Background: an optimization exercise with open tools, aiming at small area and a short achievable clock period. Do not read the settings as production practice. The RTL was checked by simulation tests, not by an equivalence proof against the original design. No activity file was given, so power comes from the tool's default toggle rates.

==> flow/design.v (excerpt) <==
module rvcpu (
    input  wire        clk,
    input  wire        rst,
    output wire [63:0] inst_addr,
    output wire        inst_ena,
    output wire        inst_ready,
    input  wire [31:0] inst,
    input  wire        biu_inst_valid,
    output wire [63:0] data_addr,
    output wire [7:0]  wmask,
    output wire [63:0] data_o,
    input  wire [63:0] data_i,
    output wire        we,
    output wire        re,
    input  wire        mem_finish,
    input  wire        timer_intr
    );
    integer i;
    reg  [63:0] pa;
    reg  [20:0] pb;
    reg         pclr;
    reg  [63:0] d_pc;
    reg  [31:0] d_inst;
    reg         d_v, d_pcnz;
    reg  [63:0] e_pc, e_op1, e_op2;
    reg  [4:0]  e_rd;
    reg  [11:0] e_off;
    reg  [2:0]  e_f3;
    reg         e_sys, e_sub, e_link;
    reg         e_sel_add, e_sel_w, e_sel_slt, e_sel_sltu, e_sel_xor, e_sel_or, e_sel_and, e_sel_sh;
    reg         e_sh_left, e_sh_arith, e_sh_word;
    reg         e_cs_mcycle, e_cs_mstatus, e_cs_mtvec, e_cs_mepc, e_cs_mcause, e_cs_mie, e_cs_mscratch;
    reg         e_rdena, e_load, e_store, e_br, e_pcnz;
    reg         e_csr_w, e_csr_s, e_csr_c, e_ecall, e_mret;
    reg  [63:0] m_data, m_addr;
    reg  [4:0]  m_rd;
    reg  [2:0]  m_f3;
    reg  [7:0]  m_wm;
    reg         m_rdena, m_load, m_store, m_lsv;
    reg         w_x1;
    reg  [63:0] rf [1:31];
    reg  [31:1] rv;
    reg  [63:0] csr_mcycle, csr_mcause, csr_mscratch;
    reg  [63:2] csr_mtvec, csr_mepc;
    reg         csr_mpie, csr_mie, csr_mtie, csr_mtip;
    reg  [1:0]  csr_mpp, csr_fs;
    reg         csr_mtvec_v, csr_mepc_v, csr_mcause_v, csr_mscratch_v;
    wire [63:0] psum;
    rvcpu_pcadd u_padd (.a(pa), .b(pb), .o(psum));
    wire [63:0] pc_if  = {psum[63:1], psum[0] & ~pclr};
    assign inst_addr = pc_if;
    wire if_jal  = (inst[6:0] == 7'b1101111);
    wire if_jalr = (inst[6:0] == 7'b1100111);
  ...
Settings: LEC_CHECK=0, CAP_MARGIN=25, CORE_MARGIN=2, CORE_UTILIZATION=40, CTS_CLUSTER_DIAMETER=120, CTS_CLUSTER_SIZE=20, PLACE_DENSITY=0.6, SLEW_MARGIN=25, SYNTH_HIERARCHICAL=1; clock period 16.0 ns.
standard.sh (not shown) runs the stock make flow with config.mk's settings and CLKGATE_MAP_FILE= SYNTH_SCRIPT=/design/flow/synth_recipe.tcl, a recipe that flattens the netlist after the stock synthesis.
==> flow/flow/run.sh <==
#!/bin/bash
# The standard layout (standard.sh) with these changes to how it is made:
#  - synthesis uses flow/synth.tcl: synth_recipe.tcl plus a per-module choice of
#    ABC mapping script (registers are mapped exactly as in the standard run);
#  - all ports are placed on the bottom edge (flow/io.tcl);
#  - repair_timing aims for a larger setup slack than the default;
#  - the port buffers are buf_4 cells.
# The full make output goes to flow_make.log; ORFS keeps each tool's log
# under orfs/logs/.
set -euo pipefail
here=$(pwd)
export FLOW_MAP_SCRIPT=$here/flow/map_delay.abc
export FLOW_MAP_FAST_SCRIPT=$here/flow/map_fast.abc
bash standard.sh SYNTH_SCRIPT=$here/flow/synth.tcl IO_CONSTRAINTS=$here/flow/io.tcl \
  SETUP_SLACK_MARGIN=8.85 TNS_END_PERCENT=100 \
  "BUFFER_PORTS_ARGS=-buffer_cell sky130_fd_sc_hd__buf_4" finish > flow_make.log 2>&1
==> flow/flow/io.tcl <==
# Keep every port on the bottom edge, so that the reset and stall inputs are
# close to the outputs they gate.
set io_names {}
foreach p [get_ports *] { lappend io_names [get_name $p] }
set_io_pin_constraint -region bottom:* -pin_names $io_names
==> flow/flow/map_delay.abc <==
strash
dch
map -D 1500
buffer
upsize
dnsize
==> flow/flow/map_fast.abc <==
strash
dch
map -D 1200
buffer
upsize
dnsize
==> flow/flow/synth.tcl <==
proc synth {args} { yosys synth -nofsm -noshare {*}$args }
# Technology mapping per module: the register file read ports with yosys's
# default ABC script and no sizing (smallest), the adders with a
# delay-targeted 'map' (a tighter target for the fetch address adder), and
# the rest with the flow's own ABC script.
proc drop_opt {lst opt} {
  set i [lsearch -exact $lst $opt]
  if {$i >= 0} { set lst [lreplace $lst $i [expr {$i + 1}]] }
  return $lst
}
proc abc {args} {
  set dargs [drop_opt $args -script]
  yosys abc {*}[drop_opt $dargs -constr] rvcpu_rfrd
  yosys abc -script $::env(FLOW_MAP_SCRIPT) {*}$dargs rvcpu_add
  yosys abc -script $::env(FLOW_MAP_FAST_SCRIPT) {*}$dargs rvcpu_pcadd
  yosys abc {*}$args
}
source $::env(SCRIPTS_DIR)/synth.tcl
# left out here: clear keep_hierarchy, flatten, clean up, hide names made inside functions, write 1_2_yosys.v
The starting point passed the timing, DRC and antenna checks.
Next try:
--- a/flow/flow/run.sh
+++ b/flow/flow/run.sh
@@ -15 +15 @@
-  SETUP_SLACK_MARGIN=8.85 TNS_END_PERCENT=100 \
+  SETUP_SLACK_MARGIN=9.1 TNS_END_PERCENT=100 \
- CAP_MARGIN: 25 -> 30
- SLEW_MARGIN: 25 -> 30
=> Via count came out higher by 1.3%; non-clock buffer count increases by 93; hold slack is about the same; clock skew came out higher by 6.2 ps; count of clock-buffer cells in the layout goes up by 8; maximum frequency came out higher by 0.79%; routed wire length climbs by 1.8%; critical path depth decreases by 1; final area went up by 1.6%; final cell count is higher by 0.75%; total power stays flat.
Next try:
- CAP_MARGIN: 30 -> 20
- SLEW_MARGIN: 30 -> 20
After rerunning:
- The new run completed with no timing, DRC or antenna violations
- final area is about the same
- clock skew came out higher by 28 ps
- global-route usage stays flat
- hold slack stays flat

========
Another version of the RTL of rvcpu (not shown whole).
Size: about 310 I/O pins, ~140000 sq um of cells after synthesis.
==> flow/config.mk <==
export PLATFORM = sky130hd
export DESIGN_NAME = rvcpu
export DESIGN_NICKNAME = rvcpu
export VERILOG_FILES = /design/flow/design.v
export SDC_FILE = /design/flow/constraint.sdc
export NUM_CORES = 8
export LEC_CHECK = 0
export CAP_MARGIN = 30
export CORE_MARGIN = 2
export CORE_UTILIZATION = 45
export CTS_CLUSTER_DIAMETER = 100
export CTS_CLUSTER_SIZE = 20
export PLACE_DENSITY = 0.68
export SLEW_MARGIN = 30
export SYNTH_HIERARCHICAL = 1
==> flow/constraint.sdc <==
create_clock -name core_clock -period 16.0 [get_ports {clk}]
set_input_delay 3.2000 -clock core_clock [delete_from_list [all_inputs] [get_ports {clk}]]
set_output_delay 3.2000 -clock core_clock [all_outputs]
set_load 0.01 [all_outputs]
==> flow/flow/run.sh <==
#!/bin/bash
# The standard layout (standard.sh) with these changes to how it is made:
#  - synthesis uses flow/synth.tcl: synth_recipe.tcl plus a per-module choice of
#    ABC mapping script (registers are mapped exactly as in the standard run);
#  - all ports are placed on the bottom edge (flow/io.tcl);
#  - repair_timing aims for a larger setup slack than the default;
#  - the port buffers are buf_2 cells.
# The full make output goes to flow_make.log; ORFS keeps each tool's log
# under orfs/logs/.
set -euo pipefail
here=$(pwd)
export FLOW_MAP_SCRIPT=$here/flow/map_delay.abc
export FLOW_MAP_FAST_SCRIPT=$here/flow/map_fast.abc
bash standard.sh SYNTH_SCRIPT=$here/flow/synth.tcl IO_CONSTRAINTS=$here/flow/io.tcl \
  SETUP_SLACK_MARGIN=8.75 TNS_END_PERCENT=100 \
  "BUFFER_PORTS_ARGS=-buffer_cell sky130_fd_sc_hd__buf_2" finish > flow_make.log 2>&1
Scripts as last shown in full above: flow/flow/io.tcl, flow/flow/map_delay.abc, flow/flow/map_fast.abc, flow/flow/synth.tcl
The starting point completed without violations.
Next try:
--- a/flow/flow/run.sh
+++ b/flow/flow/run.sh
@@ -6,3 +6,3 @@
 #  - repair_timing aims for a larger setup slack than the default;
-#  - the port buffers are buf_2 cells.
+#  - the port buffers are buf_4 cells.
 # The full make output goes to flow_make.log; ORFS keeps each tool's log
@@ -14,3 +14,3 @@
 bash standard.sh SYNTH_SCRIPT=$here/flow/synth.tcl IO_CONSTRAINTS=$here/flow/io.tcl \
-  SETUP_SLACK_MARGIN=8.75 TNS_END_PERCENT=100 \
-  "BUFFER_PORTS_ARGS=-buffer_cell sky130_fd_sc_hd__buf_2" finish > flow_make.log 2>&1
+  SETUP_SLACK_MARGIN=8.9 TNS_END_PERCENT=100 \
+  "BUFFER_PORTS_ARGS=-buffer_cell sky130_fd_sc_hd__buf_4" finish > flow_make.log 2>&1
--- a/flow/config.mk
+++ b/flow/config.mk
@@ -9,6 +9,6 @@
 export CORE_MARGIN = 2
-export CORE_UTILIZATION = 45
+export CORE_UTILIZATION = 40
 export CTS_CLUSTER_DIAMETER = 100
 export CTS_CLUSTER_SIZE = 20
-export PLACE_DENSITY = 0.68
+export PLACE_DENSITY = 0.6
 export SLEW_MARGIN = 30
Power rises by 0.74%.
Setup slack gains 0.12 ns.
Register-to-register slack gains 0.16 ns.

========
rvcpu again, from the RTL that the note above started with.
==> flow/design.v (excerpt) <==
module rvcpu (
    input  wire        clk,
    input  wire        rst,
    output wire [63:0] inst_addr,
    output wire        inst_ena,
    output wire        inst_ready,
    input  wire [31:0] inst,
    input  wire        biu_inst_valid,
    output wire [63:0] data_addr,
    output wire [7:0]  wmask,
    output wire [63:0] data_o,
    input  wire [63:0] data_i,
    output wire        we,
    output wire        re,
    input  wire        mem_finish,
    input  wire        timer_intr
    );
    integer i;
    reg  [63:0] pa;
    reg  [20:0] pb;
    reg         pclr;
    reg  [63:0] d_pc;
    reg  [31:0] d_inst;
    reg         d_v, d_pcnz;
    reg  [63:0] e_pc, e_op1, e_op2;
    reg  [4:0]  e_rd;
    reg  [11:0] e_off;
    reg  [2:0]  e_f3;
    reg         e_sys, e_sub, e_link;
    reg         e_sel_add, e_sel_w, e_sel_slt, e_sel_sltu, e_sel_xor, e_sel_or, e_sel_and, e_sel_sh;
    reg         e_sh_left, e_sh_arith, e_sh_word;
    reg         e_cs_mcycle, e_cs_mstatus, e_cs_mtvec, e_cs_mepc, e_cs_mcause, e_cs_mie, e_cs_mscratch;
    reg         e_rdena, e_load, e_store, e_br, e_pcnz;
    reg         e_csr_w, e_csr_s, e_csr_c, e_ecall, e_mret;
    reg  [63:0] m_data, m_addr;
    reg  [4:0]  m_rd;
    reg  [2:0]  m_f3;
    reg  [7:0]  m_wm;
    reg         m_rdena, m_load, m_store, m_lsv;
    reg         w_x1;
    reg  [63:0] rf [1:31];
    reg  [31:1] rv;
    reg  [63:0] csr_mcycle, csr_mcause, csr_mscratch;
    reg  [63:2] csr_mtvec, csr_mepc;
    reg         csr_mpie, csr_mie, csr_mtie, csr_mtip;
    reg  [1:0]  csr_mpp, csr_fs;
    reg         csr_mtvec_v, csr_mepc_v, csr_mcause_v, csr_mscratch_v;
    wire [63:0] psum;
    rvcpu_pcadd u_padd (.a(pa), .b(pb), .o(psum));
    wire [63:0] pc_if  = {psum[63:1], psum[0] & ~pclr};
    assign inst_addr = pc_if;
    wire if_jal  = (inst[6:0] == 7'b1101111);
    wire if_jalr = (inst[6:0] == 7'b1100111);
    wire if_bxx  = (inst[6:0] == 7'b1100011);
    wire [20:0] if_jimm = {inst[31], inst[19:12], inst[20], inst[30:21], 1'b0};
    wire [20:0] if_bimm = {{9{inst[31]}}, inst[7], inst[30:25], inst[11:8], 1'b0};
    wire [20:0] if_iimm = {{9{inst[31]}}, inst[31:20]};
    wire [20:0] if_off  = if_jal ? if_jimm : if_bxx ? if_bimm : if_jalr ? if_iimm : 21'd4;
    wire [63:0] x1v     = rv[1] ? rf[1] : 64'd0;
    wire [4:0]  T      = d_inst[6:2];
    wire [4:0]  rd     = d_inst[11:7];
  ...
Settings: LEC_CHECK=0, CAP_MARGIN=25, CORE_MARGIN=2, CORE_UTILIZATION=40, CTS_CLUSTER_DIAMETER=120, CTS_CLUSTER_SIZE=20, PLACE_DENSITY=0.6, SLEW_MARGIN=25, SYNTH_HIERARCHICAL=1; clock period 16.0 ns.
==> flow/flow/run.sh <==
#!/bin/bash
# The standard layout (standard.sh) with these changes to how it is made:
#  - synthesis uses flow/synth.tcl: synth_recipe.tcl plus a per-module choice of
#    ABC mapping script (registers are mapped exactly as in the standard run);
#  - all ports are placed on the bottom edge (flow/io.tcl);
#  - repair_timing aims for a larger setup slack than the default;
#  - the port buffers are buf_4 cells.
# The full make output goes to flow_make.log; ORFS keeps each tool's log
# under orfs/logs/.
set -euo pipefail
here=$(pwd)
export FLOW_MAP_SCRIPT=$here/flow/map_delay.abc
export FLOW_MAP_FAST_SCRIPT=$here/flow/map_fast.abc
bash standard.sh SYNTH_SCRIPT=$here/flow/synth.tcl IO_CONSTRAINTS=$here/flow/io.tcl \
  SETUP_SLACK_MARGIN=9.0 TNS_END_PERCENT=100 \
  "BUFFER_PORTS_ARGS=-buffer_cell sky130_fd_sc_hd__buf_4" finish > flow_make.log 2>&1
Scripts as last shown in full above: flow/flow/io.tcl, flow/flow/map_delay.abc, flow/flow/map_fast.abc, flow/flow/synth.tcl
Then changed:
--- a/flow/flow/run.sh
+++ b/flow/flow/run.sh
@@ -15 +15 @@
-  SETUP_SLACK_MARGIN=9.0 TNS_END_PERCENT=100 \
+  SETUP_SLACK_MARGIN=8.9 TNS_END_PERCENT=100 \
--- a/flow/config.mk
+++ b/flow/config.mk
@@ -8 +8 @@
-export CAP_MARGIN = 25
+export CAP_MARGIN = 30
@@ -10,2 +10,2 @@
-export CORE_UTILIZATION = 40
-export CTS_CLUSTER_DIAMETER = 120
+export CORE_UTILIZATION = 45
+export CTS_CLUSTER_DIAMETER = 100
@@ -13,2 +13,2 @@
-export PLACE_DENSITY = 0.6
-export SLEW_MARGIN = 25
+export PLACE_DENSITY = 0.68
+export SLEW_MARGIN = 30
The new run ran to the end with no violations.
Clock-buffer cell count went down by 1.
Routed wire length came out lower by 7.9%.
Via count decreases by 1.4%.
Utilization came out higher by 4.9 points.
Design area decreases by 1.9%.
Non-clock buffer count decreases by 208.
Then changed:
--- a/flow/flow/run.sh
+++ b/flow/flow/run.sh
@@ -15 +15 @@
-  SETUP_SLACK_MARGIN=8.9 TNS_END_PERCENT=100 \
+  SETUP_SLACK_MARGIN=8.75 TNS_END_PERCENT=100 \
--- a/flow/config.mk
+++ b/flow/config.mk
@@ -10 +10 @@
-export CORE_UTILIZATION = 45
+export CORE_UTILIZATION = 40
@@ -13 +13 @@
-export PLACE_DENSITY = 0.68
+export PLACE_DENSITY = 0.6
The new run ran to the end with no violations.
Final cell count increases by 4.4%.
Setup slack gets worse by 210 ps.
Cell area grows by 1.7%.
Core utilization falls by 5.0 points.
Sequential power hardly moves.

what the ideal ports hide:
Ports are ideal in the flow. The routed layouts listed here were re-timed in OpenROAD.
Step 1 (the two cells are an assumption about what drives the block):
set clk [get_ports {clk}]
set_driving_cell -lib_cell sky130_fd_sc_hd__clkbuf_16 $clk
set_driving_cell -lib_cell sky130_fd_sc_hd__buf_2 [delete_from_list [all_inputs] $clk]
Step 2 moves the port delays by t, midway between the first and last clock arrival at a register: inputs arrive t later, outputs are due t later. That takes back most of the time a late clock gives input paths.
Three values: ideal ports, drivers, drivers and shift; two values: the first two.
run | t (ns) | setup slack, ns | latest minus earliest clock arrival (ns) | slew at the worst register clock pin (ns) | max-slew violations | capacitance violations
the first run of note 1 | 1.095 | 8.499 / 8.499 / 7.943 | 0.101 / 0.101 | 0.11 / 0.11 | 0 / 0 | 0 / 0
the second run of note 1 | 1.091 | 8.557 / 7.172 / 7.172 | 0.122 / 0.123 | 0.11 / 0.11 | 0 / 7 | 0 / 1
the third run of note 1 | 1.069 | 8.508 / 7.060 / 7.060 | 0.138 / 0.138 | 0.11 / 0.11 | 0 / 6 | 0 / 1
the first run of note 2 | 1.097 | 8.699 / 8.561 / 7.796 | 0.104 / 0.105 | 0.10 / 0.10 | 0 / 0 | 0 / 0
the second run of note 2 | 1.102 | 8.818 / 8.577 / 8.197 | 0.148 / 0.148 | 0.10 / 0.10 | 0 / 0 | 0 / 0
the first run of note 3 | 1.145 | 8.762 / 8.344 / 7.999 | 0.106 / 0.106 | 0.11 / 0.11 | 0 / 0 | 0 / 0
the second run of note 3 | 1.027 | 8.836 / 8.678 / 8.495 | 0.108 / 0.108 | 0.11 / 0.11 | 0 / 0 | 0 / 0
the third run of note 3 | 1.095 | 8.624 / 8.597 / 7.878 | 0.126 / 0.127 | 0.11 / 0.11 | 0 / 0 | 0 / 0
After both steps setup and hold are still met in every run listed. The drivers bring new slew violations in the second run of note 1 and the third run of note 1. The drivers bring new capacitance violations in the second run of note 1 and the third run of note 1. The setup slack of the third run of note 1, which loses most, moves by -1.448 ns with the drivers and by -1.448 ns with both steps.
